What follows belongs to an exercise in optimizing a design on an open flow for small area; a production flow would make more cautious choices. In this exercise RTL edits were held to simulation tests only and were not proved equivalent to the original. No driver is modelled on the clock port, so clocking that relies on it looks cheaper here than on a real chip. Power and IR drop assume default switching activity.

==> run X <==
Design ehourglass, start of the top module:
module ehourglass(sw1,btn0,rst,clk,speed,beep,r_col,g_col,row,seg_led,seg_led_d,
				lcd_rs,lcd_rw,lcd_e,d);
input sw1,btn0,rst,clk; 
input [1:0]speed; 
output  lcd_rs,lcd_rw,lcd_e; 
output  [7:0] d;
output beep;
output [7:0]r_col,g_col,row; 
output [8:0]seg_led; 
output [7:0]seg_led_d;
wire clk_1khz; 
wire tick_1khz,tick_1hz,tick_out; 
wire btn0_pulse;
reg stop;
reg cnt_matrix; 
reg sec_inc; 
wire sel; 
wire [2:0] tens;
wire [3:0] ones;
assign seg_led_d={6'b111111,sel,~sel};
always @(posedge clk or posedge rst)
begin
if (rst) begin
	stop <= 0;
	cnt_matrix <= 0;
	sec_inc <= 0;
end
else begin
	if (btn0_pulse) stop <= ~stop;
	if (tick_out & ~stop) cnt_matrix <= ~cnt_matrix;
	sec_inc <= tick_1hz & ~stop;
end
end
divide  d1(
			.clk(clk),
			.rst(rst),
			.sw(speed),
			.clkout_1khz(clk_1khz),
			.tick_1khz(tick_1khz),
			.tick_1hz(tick_1hz),
			.tick_out(tick_out)
			);
counter ct(
			.clk(clk),
			.rst(rst),
			.inc(sec_inc),
			.tens(tens),
			.ones(ones)
			);
seg_led s1(
			.tens(tens),
			.ones(ones),
			.sel(sel),
			.seg_led(seg_led)
			);
debounce de1(
			  .clk(clk),
			  .rst(rst),
			  .key(btn0),
			  .key_pulse(btn0_pulse)
				);
led_matrix l1(
			  .clk(clk),
			  .rst(rst),
			  .shift(tick_out & ~stop),
			  .side(cnt_matrix),
			  .sw1(sw1),
			  .r_col(r_col),
			  .g_col(g_col),
			  .row(row),
			  .phase(sel)
			    );
lcd 	lcd1(
			  .clk(clk),
			  .tick(tick_1khz),
			  .clk_LCD(clk_1khz),
			  .speed(speed),
			  .rst(rst),
			  .stop(stop),
			  .data(d),
			  .RS(lcd_rs),
			  .RW(lcd_rw),
			  .en(lcd_e)
				);
music m1(
			.clk(clk),
			.tick(tick_out),
			.rst(rst),
			.beep(beep)
			);
endmodule
==> module music, before the edit <==
module music(beep,clk,rst,tick);
input clk,tick,rst;
output reg beep;
reg [10:0] count;
reg [3:0] seconds;
reg [10:0] count_end;
always @(*)
	case (seconds)
	4'd0,4'd1,4'd2: count_end = 11'd1565;  
	4'd3,4'd9: count_end = 11'd212;  
	4'd4,4'd5,4'd6: count_end = 11'd1276;  
	4'd7,4'd8: count_end = 11'd1056;  
	default: count_end = 11'd1353;  
	endcase
wire playing = (seconds != 4'd12);
always @(posedge clk or posedge rst)
if (rst) begin count <= 0;beep <= 0;end
else begin
	if (playing) begin
		if (count == count_end) begin
		count <= 0;
		beep <= ~beep;
		end
		else count <= {count[9:0], count[10] ^ count[8] ^ (count[9:0] == 10'h0)};
	end
	else beep <= 0;
end
always @(posedge clk or posedge rst)
if (rst) seconds <= 0;
else if (tick && playing) seconds <= seconds + 1'b1;
endmodule
export LEC_CHECK = 0
export CAP_MARGIN = 20
export CORE_MARGIN = 2
export CORE_UTILIZATION = 55
export SLEW_MARGIN = 20
create_clock -name core_clock -period 10.0 [get_ports {clk}]
standard.sh (not shown) runs the stock make flow with config.mk's settings and CLKGATE_MAP_FILE= SYNTH_SCRIPT=/design/flow/synth_recipe.tcl, a recipe that flattens the netlist after the stock synthesis.
==> flow/flow/run.sh <==
#!/bin/bash
# Own layout flow: the standard flow (standard.sh) with an area-oriented
# ABC script in synthesis, cells sized down after floorplan, small port
# buffers and a clock tree of small buffers without dummy loads.
set -euo pipefail
W=$(pwd)
export AREA_ABC_SCRIPT=$W/flow/area.script
export FLOW_SYNTH_TCL=$W/synth_recipe.tcl
bash standard.sh \
  SYNTH_SCRIPT=$W/flow/synth_area.tcl \
  POST_FLOORPLAN_TCL=$W/flow/post_floorplan.tcl \
  "BUFFER_PORTS_ARGS=-buffer_cell sky130_fd_sc_hd__buf_1" \
  "CTS_ARGS=-sink_clustering_enable -repair_clock_nets -dont_use_dummy_load -buf_list {sky130_fd_sc_hd__clkbuf_16} -sink_clustering_size 30 -sink_clustering_max_diameter 200" \
  finish > $W/flow_make.log 2>&1
==> flow/flow/area.script <==
strash
&get -n
&deepsyn -T 30
&put
dch -f
amap
topo
==> flow/flow/post_floorplan.tcl <==
# Timing is far from critical at this clock period: size cells down to
# recover the area that the synthesis's buffering and upsizing spent.
repair_timing -recover_power 100 -setup_margin 0.5
==> flow/flow/synth_area.tcl <==
# The standard synthesis (synth_recipe.tcl), with ABC's mapping script
# replaced by an area-oriented one. Registers are mapped by dfflibmap before
# ABC runs, so they come out the same as in the standard synthesis.
proc abc {args} {
  set i [lsearch -exact $args -script]
  if {$i >= 0} { lset args [expr {$i + 1}] $::env(AREA_ABC_SCRIPT) }
  yosys abc {*}$args
}
source $::env(FLOW_SYNTH_TCL)
==> inputs of run D, as changes to run X <==
--- a/flow/design.v
+++ b/flow/design.v
@@ -152,21 +152,19 @@
 	  key_sec_pre <= {N{1'b1}};
  else                   
 	  key_sec_pre <= key_sec;             
 end 
 assign  key_pulse = key_sec_pre & (~key_sec);     
 endmodule	
-module led_matrix (clk,rst,shift,side,sw1,r_col,g_col,row,phase);
+module led_matrix (clk,rst,shift,side,sw1,r_col,g_col,row);
 input clk,rst;
 input shift;    
 input side;     
 input sw1;
 output reg [7:0] r_col,g_col,row;
-output phase;   
 reg [2:0] row_cnt;
-assign phase = row_cnt[0];
 reg valid;
 reg pend, dir;
 reg [3:0] nl, nr;    
 always @(posedge clk or posedge rst)
 	if (rst) begin
 		row_cnt <= 0;
@@ -178,20 +176,19 @@
 		valid <= 1'b1;
 		pend <= shift;
 	end
 always @(posedge clk)
 	dir <= sw1;
 wire [3:0] cur = side ? nl : nr;
-wire lim = dir ? (cur == 4'd10) : (cur == 4'd0);
-wire [3:0] nxt = cur + {~dir, ~dir, ~dir, 1'b1};
+wire [3:0] nxt = dir ? ((cur == 4'd10) ? cur : cur + 1'b1) : ((cur == 4'd0) ? cur : cur - 1'b1);
 always @(posedge clk or posedge rst)
 	if (rst) begin
 		nl <= 0;
 		nr <= 0;
 	end
-	else if (pend & ~lim) begin
+	else if (pend) begin
 		if (side) nl <= nxt;
 		else nr <= nxt;
 	end
 wire [9:0] L, R;
 genvar i;
 generate for (i = 0; i < 10; i = i + 1) begin : th
@@ -232,63 +229,35 @@
 	speed_pre <= speed_now;
 	stop_now <= stop;
 	stop_pre <= stop_now;
 	end
 end
 wire pulse = (speed_now==speed_pre)? 1'b0:1'b1;
-localparam [3:0] CLR0 = 4'd0;
-localparam [3:0] CLR1 = 4'd1;
-localparam [3:0] SDM = 4'd2;
-localparam [3:0] DON = 4'd3;
-localparam [3:0] SHD = 4'd4;
-localparam [3:0] W0 = 4'd5;
-localparam [3:0] W1 = 4'd6;
-localparam [3:0] W2 = 4'd7;
-localparam [3:0] W3 = 4'd8;
-localparam [3:0] W4 = 4'd9;
-localparam [3:0] W5 = 4'd10;
-localparam [3:0] W6 = 4'd11;
-localparam [3:0] W7 = 4'd12;
-localparam [3:0] IDLE = 4'd13;
 reg [3:0] st;
-reg [3:0] st_next;
-always @(*)
-	case (st)
-	CLR0, CLR1: st_next = SDM;
-	SDM: st_next = DON;
-	DON: st_next = SHD;
-	SHD: st_next = W0;
-	W0: st_next = W1;
-	W1: st_next = W2;
-	W2: st_next = W3;
-	W3: st_next = W4;
-	W4: st_next = W5;
-	W5: st_next = W6;
-	W6: st_next = W7;
-	W7: st_next = IDLE;
-	IDLE: st_next = pulse ? CLR1 : IDLE;
-	default: st_next = CLR0;
-	endcase
 always @(posedge clk or posedge rst)
-	if (rst) st <= CLR0;
-	else if (tick) st <= st_next;
-assign RS = (st == W1) | (st == W2) | (st == W3) | (st == W4) | (st == W5) | (st == W6) | (st == W7);
+	if (rst) st <= 4'd0;
+	else if (tick) begin
+		if (st == 4'd13) begin if (pulse) st <= 4'd1; end
+		else if (st == 4'd0) st <= 4'd2;
+		else st <= st + 1'b1;
+	end
+assign RS = (st >= 4'd6) && (st <= 4'd12);
 always @(*)
 	case (st)
-	CLR0: data = 8'h00;
-	SDM: data = 8'h01;
-	DON: data = 8'h38;
-	SHD: data = 8'h0c;
-	W0: data = 8'h06;
-	W1: data = stop_pre ? 8'h57 : 8'h53;
-	W2: data = stop_pre ? 8'h65 : 8'h50;
-	W3: data = stop_pre ? 8'h7c : 8'h45;
-	W4: data = stop_pre ? 8'h63 : 8'h45;
-	W5: data = stop_pre ? 8'h6f : 8'h44;
-	W6: data = stop_pre ? 8'h6d : 8'h3a;
-	W7: data = stop_pre ? 8'h65 : {6'b001100, speed_pre} + 8'h01;
+	4'd0: data = 8'h00;
+	4'd2: data = 8'h01;
+	4'd3: data = 8'h38;
+	4'd4: data = 8'h0c;
+	4'd5: data = 8'h06;
+	4'd6: data = stop_pre ? 8'h57 : 8'h53;
+	4'd7: data = stop_pre ? 8'h65 : 8'h50;
+	4'd8: data = stop_pre ? 8'h7c : 8'h45;
+	4'd9: data = stop_pre ? 8'h63 : 8'h45;
+	4'd10: data = stop_pre ? 8'h6f : 8'h44;
+	4'd11: data = stop_pre ? 8'h6d : 8'h3a;
+	4'd12: data = stop_pre ? 8'h65 : {6'b001100, speed_pre} + 8'h01;
 	default: data = 8'hc2;
 	endcase
 endmodule
 module music(beep,clk,rst,tick);
 input clk,tick,rst;
 output reg beep;
@@ -333,27 +302,29 @@
 wire clk_1khz; 
 wire tick_1khz,tick_1hz,tick_out; 
 wire btn0_pulse;
 reg stop;
 reg cnt_matrix; 
 reg sec_inc; 
-wire sel; 
+reg sel; 
 wire [2:0] tens;
 wire [3:0] ones;
 assign seg_led_d={6'b111111,sel,~sel};
 always @(posedge clk or posedge rst)
 begin
 if (rst) begin
 	stop <= 0;
 	cnt_matrix <= 0;
 	sec_inc <= 0;
+	sel <= 0;
 end
 else begin
 	if (btn0_pulse) stop <= ~stop;
 	if (tick_out & ~stop) cnt_matrix <= ~cnt_matrix;
 	sec_inc <= tick_1hz & ~stop;
+	sel <= ~sel;
 end
 end
 divide  d1(
 			.clk(clk),
 			.rst(rst),
 			.sw(speed),
@@ -386,14 +357,13 @@
 			  .rst(rst),
 			  .shift(tick_out & ~stop),
 			  .side(cnt_matrix),
 			  .sw1(sw1),
 			  .r_col(r_col),
 			  .g_col(g_col),
-			  .row(row),
-			  .phase(sel)
+			  .row(row)
 			    );
 lcd 	lcd1(
 			  .clk(clk),
 			  .tick(tick_1khz),
 			  .clk_LCD(clk_1khz),
 			  .speed(speed),
==> flow/run.sh (new file) <==
#!/bin/bash
# synth_recipe.tcl (not shown) runs the flow's synth.tcl, then flattens the netlist and writes it again
# the make line also repeats each setting of config.mk as NAME=value (left out here)
make -C /OpenROAD-flow-scripts/flow DESIGN_CONFIG=/design/flow/config.mk WORK_HOME=/design/flow/orfs CLKGATE_MAP_FILE= SYNTH_SCRIPT=/design/flow/synth_recipe.tcl finish
--- a/flow/config.mk
+++ b/flow/config.mk
@@ -5,7 +5,8 @@
 export SDC_FILE = /design/flow/constraint.sdc
 export NUM_CORES = 4
 export LEC_CHECK = 0
 export CAP_MARGIN = 20
 export CORE_MARGIN = 2
 export CORE_UTILIZATION = 55
+export CTS_BUF_LIST = sky130_fd_sc_hd__clkbuf_4 sky130_fd_sc_hd__clkbuf_8
 export SLEW_MARGIN = 20
removed: flow/flow/run.sh
removed: flow/flow/area.script
removed: flow/flow/post_floorplan.tcl
removed: flow/flow/synth_area.tcl
removed: flow/standard.sh
==> inputs of run Y, as changes to run X <==
--- a/flow/design.v
+++ b/flow/design.v
@@ -294,28 +294,28 @@
 output reg beep;
 reg [10:0] count;
 reg [3:0] seconds;
 reg [10:0] count_end;
 always @(*)
 	case (seconds)
-	4'd0,4'd1,4'd2: count_end = 11'd1565;  
-	4'd3,4'd9: count_end = 11'd212;  
-	4'd4,4'd5,4'd6: count_end = 11'd1276;  
-	4'd7,4'd8: count_end = 11'd1056;  
-	default: count_end = 11'd1353;  
+	4'd0,4'd1,4'd2: count_end = 11'd355;  
+	4'd3,4'd9: count_end = 11'd1131;  
+	4'd4,4'd5,4'd6: count_end = 11'd103;  
+	4'd7,4'd8: count_end = 11'd1130;  
+	default: count_end = 11'd483;  
 	endcase
 wire playing = (seconds != 4'd12);
 always @(posedge clk or posedge rst)
-if (rst) begin count <= 0;beep <= 0;end
+if (rst) begin count <= 11'd144;beep <= 0;end
 else begin
 	if (playing) begin
 		if (count == count_end) begin
-		count <= 0;
+		count <= 11'd144;
 		beep <= ~beep;
 		end
-		else count <= {count[9:0], count[10] ^ count[8] ^ (count[9:0] == 10'h0)};
+		else count <= {count[9:0], count[10] ^ count[4] ^ count[5] ^ count[6] ^ (count[9:0] == 10'h0)};
 	end
 	else beep <= 0;
 end
 always @(posedge clk or posedge rst)
 if (rst) seconds <= 0;
 else if (tick && playing) seconds <= seconds + 1'b1;
==> flow/flow/run.sh (replaced) <==
#!/bin/bash
# Own layout flow: the standard flow (standard.sh) with an area-oriented
# ABC script in synthesis, cells sized down after floorplan, small port
# buffers and a clock tree of small buffers without dummy loads, its leaf
# buffers sized to their load.
set -euo pipefail
W=$(pwd)
export AREA_ABC_SCRIPT=$W/flow/area.script
export FLOW_SYNTH_TCL=$W/synth_recipe.tcl
bash standard.sh \
  SYNTH_SCRIPT=$W/flow/synth_area.tcl \
  POST_FLOORPLAN_TCL=$W/flow/post_floorplan.tcl \
  POST_CTS_TCL=$W/flow/post_cts.tcl \
  "BUFFER_PORTS_ARGS=-buffer_cell sky130_fd_sc_hd__buf_1" \
  "CTS_ARGS=-sink_clustering_enable -repair_clock_nets -dont_use_dummy_load -buf_list {sky130_fd_sc_hd__clkbuf_4 sky130_fd_sc_hd__clkbuf_8}" \
  finish > $W/flow_make.log 2>&1
==> flow/flow/post_cts.tcl (new file) <==
# Leaf clock buffers that drive few flip-flops do not need clkbuf_8: give
# those with at most 11 flip-flop clock pins the smaller clkbuf_4. The root
# buffer (which drives buffers, not flip-flops) keeps its size.
set block [ord::get_db_block]
set downsized 0
foreach inst [$block getInsts] {
  if {[[$inst getMaster] getName] ne "sky130_fd_sc_hd__clkbuf_8"} { continue }
  set net [[$inst findITerm X] getNet]
  if {$net eq "NULL"} { continue }
  set sinks 0
  set all_flops 1
  foreach it [$net getITerms] {
    if {[$it isOutputSignal]} { continue }
    incr sinks
    if {[[$it getMTerm] getName] ne "CLK"} { set all_flops 0 }
  }
  if {$all_flops && $sinks > 0 && $sinks <= 11} {
    replace_cell [$inst getName] sky130_fd_sc_hd__clkbuf_4
    incr downsized
  }
}
puts "post_cts: $downsized leaf clock buffers resized to clkbuf_4"
detailed_placement
check_placement -verbose
==> flow/flow/synth_area.tcl (replaced) <==
# The standard synthesis (synth_recipe.tcl), with ABC's mapping script
# replaced by an area-oriented one. Registers are mapped by dfflibmap before
# ABC runs and the adder step does not touch them, so they come out the same
# as in the standard synthesis.
proc abc {args} {
  set i [lsearch -exact $args -script]
  if {$i >= 0} { lset args [expr {$i + 1}] $::env(AREA_ABC_SCRIPT) }
  yosys abc {*}$args
}
# Leave adders to ABC too instead of mapping them to adder cells first, so
# they are optimised together with the logic around them.
set ::env(ADDER_MAP_FILE) ""
source $::env(FLOW_SYNTH_TCL)
==> flow/config.mk (replaced) <==
export PLATFORM = sky130hd
export DESIGN_NAME = ehourglass
export DESIGN_NICKNAME = ehourglass
export VERILOG_FILES = /design/flow/design.v
export SDC_FILE = /design/flow/constraint.sdc
export NUM_CORES = 4
export LEC_CHECK = 0
export CAP_MARGIN = 20
export CORE_MARGIN = 2
export CORE_UTILIZATION = 70
export PLACE_DENSITY = 0.8
export SLEW_MARGIN = 20
==> inputs of run C, as changes to run X <==
--- a/flow/flow/run.sh
+++ b/flow/flow/run.sh
@@ -7,8 +7,8 @@
 export AREA_ABC_SCRIPT=$W/flow/area.script
 export FLOW_SYNTH_TCL=$W/synth_recipe.tcl
 bash standard.sh \
   SYNTH_SCRIPT=$W/flow/synth_area.tcl \
   POST_FLOORPLAN_TCL=$W/flow/post_floorplan.tcl \
   "BUFFER_PORTS_ARGS=-buffer_cell sky130_fd_sc_hd__buf_1" \
-  "CTS_ARGS=-sink_clustering_enable -repair_clock_nets -dont_use_dummy_load -buf_list {sky130_fd_sc_hd__clkbuf_16} -sink_clustering_size 30 -sink_clustering_max_diameter 200" \
+  "CTS_ARGS=-sink_clustering_enable -repair_clock_nets -dont_use_dummy_load -buf_list {sky130_fd_sc_hd__clkbuf_4 sky130_fd_sc_hd__clkbuf_8}" \
   finish > $W/flow_make.log 2>&1
==> flow/flow/synth_area.tcl (replaced) <==
# The standard synthesis (synth_recipe.tcl), with ABC's mapping script
# replaced by an area-oriented one. Registers are mapped by dfflibmap before
# ABC runs and the adder step does not touch them, so they come out the same
# as in the standard synthesis.
proc abc {args} {
  set i [lsearch -exact $args -script]
  if {$i >= 0} { lset args [expr {$i + 1}] $::env(AREA_ABC_SCRIPT) }
  yosys abc {*}$args
}
# Leave adders to ABC too instead of mapping them to adder cells first, so
# they are optimised together with the logic around them.
set ::env(ADDER_MAP_FILE) ""
source $::env(FLOW_SYNTH_TCL)
==> comparison table <==
Status: run X timing/DRC/antenna clean; run Y timing/DRC/antenna clean; run C timing/DRC/antenna clean; run D timing/DRC/antenna clean
Synth unique cells: run X 42; run Y 41; run C 42; run D 70
Share of the final layout cell area in multi-input gates: run X 38.30%; run Y 35.79%; run C 36.15%; run D 46.35%
Worst-path fanout max: run X 9; run Y 10; run C 13; run D 22
Buffers outside the clock class: run X 51; run Y 51; run C 51; run D 50
Slowest library cell on the worst path: run X sky130_fd_sc_hd__o22ai_1; run Y sky130_fd_sc_hd__dfrtp_1; run C sky130_fd_sc_hd__dfrtp_1; run D sky130_fd_sc_hd__dfrtp_1
Dominant cell by count in the synthesized netlist: run X sky130_fd_sc_hd__nor2_1; run Y sky130_fd_sc_hd__nor2_1; run C sky130_fd_sc_hd__nor2_1; run D sky130_fd_sc_hd__dfrtp_1
Finished Layout Cells: run X 697; run Y 628; run C 663; run D 761
Total length of routed met2 wires: run X 4.100 mm; run Y 4.074 mm; run C 3.761 mm; run D 5.081 mm
Power Combinational: run X 0.337 mW; run Y 0.263 mW; run C 0.288 mW; run D 0.0337 mW
Number of post-CTS setup repair buffers: run X 0; run Y -; run C 0; run D 0
First-pass GRT wire length: run X 15.12 mm; run Y 14.97 mm; run C 14.57 mm; run D 18.11 mm
All-layer global routing usage: run X 20.57%; run Y 26.29%; run C 20.74%; run D 20.15%
CP dominant cell by count: run X -; run Y sky130_fd_sc_hd__nor2_1; run C sky130_fd_sc_hd__clkinv_1; run D -
Async set-reset flop share out of synthesis: run X 92.47%; run Y 92.47%; run C 92.47%; run D 92.55%
Clock slew at the register clock pins of the worst setup and hold paths: run X 60 ps; run Y 110 ps; run C 60 ps; run D 90 ps
Start point of the critical path: run X l1.row_cnt[2]; run Y l1.row_cnt[0]; run C l1.row_cnt[2]; run D l1.row_cnt[2]
Portion of total power attributed to the clock network: run X 25.1%; run Y 17.9%; run C 19.2%; run D 34.9%

==> separate check: timing with driven ports <==
The results above use ideal ports. As a check the final layouts listed here were re-extracted and re-timed, cells and wires unchanged.
Step 1 (the two cells are an assumption about what drives the block):
set clk [get_ports {clk}]
set_driving_cell -lib_cell sky130_fd_sc_hd__clkbuf_16 $clk
set_driving_cell -lib_cell sky130_fd_sc_hd__buf_2 [delete_from_list [all_inputs] $clk]
Step 2 times the ports against the registers' clock, not the clock port: input delays grow and output delays shrink by t, the midpoint of the rising clock arrivals with the driver on.
Slacks: no drivers / after step 1 / after step 2; pairs: no drivers / after step 1.
run	t (ns)	setup slack, ns	worst setup path after step 2	worst register clock-pin slew, ns	cell pins on the clock port's net
run X	0.368	5.254 / 5.215 / 5.584	register to output	0.07 / 0.07	1
run D	0.388	4.949 / 4.917 / 5.305	register to output	0.09 / 0.09	1
run Y	0.376	5.208 / 5.178 / 5.554	register to output	0.11 / 0.11	1
run C	0.375	5.022 / 4.989 / 5.364	register to output	0.10 / 0.10	1
After both steps setup and hold are still met in every run listed.
